This design comes from an exercise in tuning for small area and a short achievable clock period on the open sky130 flow, not from production work.
RTL that was checked went through simulation tests only; none was proved equivalent to the original.
Power figures rest on the tool's default switching activity, not on a simulated workload.

// ARMSIM
module ARMSIM(
	input CLOCK_50, rst, fu_EN,
	output[31:0] imem_addr,
	input[31:0] imem_data,
	output dmem_r_en, dmem_w_en,
	output[31:0] dmem_addr, dmem_wdata,
	input[31:0] dmem_rdata,
	output wb_en,
	output[3:0] wb_dest,
	output[31:0] wb_data
);
	wire clk = CLOCK_50;
	function cond_ok;
		input [3:0] c;
		input [3:0] f;  
		begin
			case (c)
				4'b0000: cond_ok = f[2];
				4'b0001: cond_ok = ~f[2];
				4'b0010: cond_ok = f[1];
				4'b0011: cond_ok = ~f[1];
				4'b0100: cond_ok = f[3];
				4'b0101: cond_ok = ~f[3];
				4'b0110: cond_ok = f[0];
				4'b0111: cond_ok = ~f[0];
				4'b1000: cond_ok = f[1] & ~f[2];
				4'b1001: cond_ok = ~f[1] & f[2];
				4'b1010: cond_ok = f[3] == f[0];
				4'b1011: cond_ok = f[3] != f[0];
				4'b1100: cond_ok = ~f[2] & (f[3] == f[0]);
				4'b1101: cond_ok = ~f[2] | (f[3] != f[0]);
				default: cond_ok = 1'b1;
			endcase
		end
	endfunction
	reg [31:0] pc;
  ...
For scale: about 6100 cells after synthesis, roughly 200 I/O pins.
Settings: LEC_CHECK=0, ABC_AREA=1, CAP_MARGIN=50, CORE_MARGIN=2, CORE_UTILIZATION=40, SETUP_SLACK_MARGIN=0.5, SLEW_MARGIN=50; clock period 25.0 ns.
run.sh (not shown) runs the stock make flow with config.mk's settings and CLKGATE_MAP_FILE= SYNTH_SCRIPT=/design/flow/synth_recipe.tcl, a recipe that flattens the netlist after the stock synthesis.
The baseline passed the timing, design-rule and antenna checks.
Then changed:
--- a/flow/config.mk
+++ b/flow/config.mk
@@ -6,8 +6,7 @@
 export NUM_CORES = 4
 export LEC_CHECK = 0
-export ABC_AREA = 1
-export CAP_MARGIN = 50
+export CAP_MARGIN = 20
 export CORE_MARGIN = 2
 export CORE_UTILIZATION = 40
 export SETUP_SLACK_MARGIN = 0.5
-export SLEW_MARGIN = 50
+export SLEW_MARGIN = 20
Effect: Worst setup slack loses 2.2 ns. Cell count fell by about a fifth. Final area rose slightly. Sequential cell count is unchanged. First-iteration DRC count fell by roughly a tenth. Via count fell by roughly a tenth. Critical path depth fell by 8. Clock skew fell by 0.010 ns. Synthesized area rose by a few percent. Worst hold slack gains 0.015 ns. Utilization hardly moves.
Then changed:
--- a/flow/config.mk
+++ b/flow/config.mk
@@ -6,7 +6,8 @@
 export NUM_CORES = 4
 export LEC_CHECK = 0
-export CAP_MARGIN = 20
+export ABC_AREA = 1
+export CAP_MARGIN = 75
 export CORE_MARGIN = 2
 export CORE_UTILIZATION = 40
 export SETUP_SLACK_MARGIN = 0.5
-export SLEW_MARGIN = 20
+export SLEW_MARGIN = 75
After rerunning: Synthesized area decreases by 2.1%. Global-route usage came out higher by 0.88 points. Setup slack improved by 2.5 ns. Cell count grows by 19%. Cell area went up by 3.9%. Hold slack is worse by 0.025 ns. Clock skew rises by 0.021 ns. Clock power barely changes. Synthesized cell count climbs by 26%. Total power rises by 13%.
Then changed:
--- a/flow/config.mk
+++ b/flow/config.mk
@@ -7,7 +7,7 @@
 export LEC_CHECK = 0
 export ABC_AREA = 1
-export CAP_MARGIN = 75
+export CAP_MARGIN = 20
 export CORE_MARGIN = 2
 export CORE_UTILIZATION = 40
 export SETUP_SLACK_MARGIN = 0.5
-export SLEW_MARGIN = 75
+export SLEW_MARGIN = 20
- The new run produced a clean layout
- total power is lower by 1.6%
- core utilization goes down by 2.7 points
- routed wire length drops by 1.0%
- global-route usage decreases by 0.42 points
- register-to-register slack degrades by 1.1 ns
- first-iteration DRC count goes down by 3.8%
- die area does not change
No run of this note included a check of the RTL's function; only the layout flow was run.

========
Another version of the RTL of ARMSIM (not shown whole).
Size: ~4900 cells after synthesis, ~840 flip-flops, about 0.043 mm2 of cells after synthesis.
==> flow/config.mk <==
export PLATFORM = sky130hd
export DESIGN_NAME = ARMSIM
export DESIGN_NICKNAME = ARMSIM
export VERILOG_FILES = /design/flow/design.v
export SDC_FILE = /design/flow/constraint.sdc
export NUM_CORES = 4
export LEC_CHECK = 0
export ABC_AREA = 1
export CAP_MARGIN = 85
export CORE_MARGIN = 2
export CORE_UTILIZATION = 50
export CTS_CLUSTER_DIAMETER = 80
export CTS_CLUSTER_SIZE = 24
export SETUP_SLACK_MARGIN = 0.5
export SLEW_MARGIN = 85
==> flow/constraint.sdc <==
create_clock -name core_clock -period 25.0 [get_ports {CLOCK_50}]
set_input_delay 5.0000 -clock core_clock [delete_from_list [all_inputs] [get_ports {CLOCK_50}]]
set_output_delay 5.0000 -clock core_clock [all_outputs]
set_load 0.01 [all_outputs]
standard.sh (not shown) runs the stock make flow with config.mk's settings and CLKGATE_MAP_FILE= SYNTH_SCRIPT=/design/flow/synth_recipe.tcl, a recipe that flattens the netlist after the stock synthesis.
==> flow/flow/run.sh <==
#!/bin/bash
# The standard layout with two changes after the standard synthesis:
# the ports get plain buffers (buf_2), and the delay cells are kept out of
# the buffering that placement and repair do (they are slow buffers).
set -euo pipefail
bash standard.sh synth > synth.log 2>&1
export BUFFER_PORTS_ARGS="-buffer_cell sky130_fd_sc_hd__buf_2"
export DONT_USE_CELLS="sky130_fd_sc_hd__clkdlybuf4s15_1 sky130_fd_sc_hd__clkdlybuf4s15_2 sky130_fd_sc_hd__clkdlybuf4s18_1 sky130_fd_sc_hd__clkdlybuf4s18_2 sky130_fd_sc_hd__clkdlybuf4s25_1 sky130_fd_sc_hd__clkdlybuf4s25_2 sky130_fd_sc_hd__clkdlybuf4s50_1 sky130_fd_sc_hd__clkdlybuf4s50_2 sky130_fd_sc_hd__dlygate4sd1_1 sky130_fd_sc_hd__dlygate4sd2_1 sky130_fd_sc_hd__dlygate4sd3_1 sky130_fd_sc_hd__dlymetal6s2s_1 sky130_fd_sc_hd__dlymetal6s4s_1 sky130_fd_sc_hd__dlymetal6s6s_1"
bash standard.sh > layout.log 2>&1
Change:
--- a/flow/config.mk
+++ b/flow/config.mk
@@ -9 +9 @@
-export CAP_MARGIN = 85
+export CAP_MARGIN = 65
@@ -15 +15 @@
-export SLEW_MARGIN = 85
+export SLEW_MARGIN = 65
Outcome: Non-clock buffer count came out lower by 423; via count decreases by 6.9%; count of clock-buffer cells in the layout shrinks by 1; cell count fell by 6.4%; setup slack is better by 3200 ps.
Change:
--- a/flow/config.mk
+++ b/flow/config.mk
@@ -13,0 +14 @@
+export PLACE_DENSITY = 0.72
Outcome: Setup slack degrades by 320 ps; final area drops by 0.40%; die area stays the same; non-clock buffer count drops by 19; utilization drops by 0.22 points; first-iteration DRC count climbs by 8.8%; cell count drops by 0.39%; routed wire length drops by 7.2%; total power is about the same; combinational power drops by about 1%; fmax drops by 4.5%.
Change:
--- a/flow/config.mk
+++ b/flow/config.mk
@@ -9 +9 @@
-export CAP_MARGIN = 65
+export CAP_MARGIN = 75
@@ -14 +13,0 @@
-export PLACE_DENSITY = 0.72
@@ -16 +15 @@
-export SLEW_MARGIN = 65
+export SLEW_MARGIN = 75
Outcome:
- The changed run finished with timing, DRC and antenna clean
- wire length rises by a little under a tenth
- flip-flop and latch count does not change
- combinational power went up by a few percent
- critical path depth rises by 1
- design area came out higher by a few percent
- total power rose slightly
- synthesized area does not change
- clock power drops by a few percent
- global-route usage went up by 3.7 points
- die area stays the same

port drivers added, routing unchanged:
How much do the figures lean on ideal ports? The routed layouts below were timed once more, with nothing changed but the port constraints.
Step 1 (the two cells are an assumption about what drives the block):
set clk [get_ports {CLOCK_50}]
set_driving_cell -lib_cell sky130_fd_sc_hd__clkbuf_16 $clk
set_driving_cell -lib_cell sky130_fd_sc_hd__buf_2 [delete_from_list [all_inputs] $clk]
Step 2, shift: input delay + t, output delay - t, t = (earliest + latest rising clock arrival at the registers) / 2. This alone moves slack from input paths to output paths.
a / b / c = ideal ports / drivers / drivers and shift; a / b = the first two.
run	shift t [ns]	slack for setup (ns)	hold WS [ns]	cell pins on the clock port's net
the first run of note 1	0.787	17.357 / 17.357 / 17.357	0.383 / 0.383 / 0.383	1
the second run of note 1	0.741	15.182 / 15.182 / 15.182	0.397 / 0.397 / 0.397	1
the third run of note 1	0.771	17.689 / 17.603 / 18.142	0.372 / 0.372 / 0.372	1
the fourth run of note 1	0.780	17.084 / 17.084 / 17.084	0.392 / 0.392 / 0.392	1
the first run of note 2	0.748	14.956 / 14.956 / 14.956	0.362 / 0.362 / 0.362	1
the second run of note 2	0.742	18.175 / 18.175 / 18.175	0.351 / 0.351 / 0.351	1
the third run of note 2	0.728	17.854 / 17.854 / 17.854	0.351 / 0.351 / 0.351	1
the fourth run of note 2	0.748	18.451 / 18.446 / 18.451	0.350 / 0.350 / 0.350	1
After both steps every run listed still meets setup and hold.
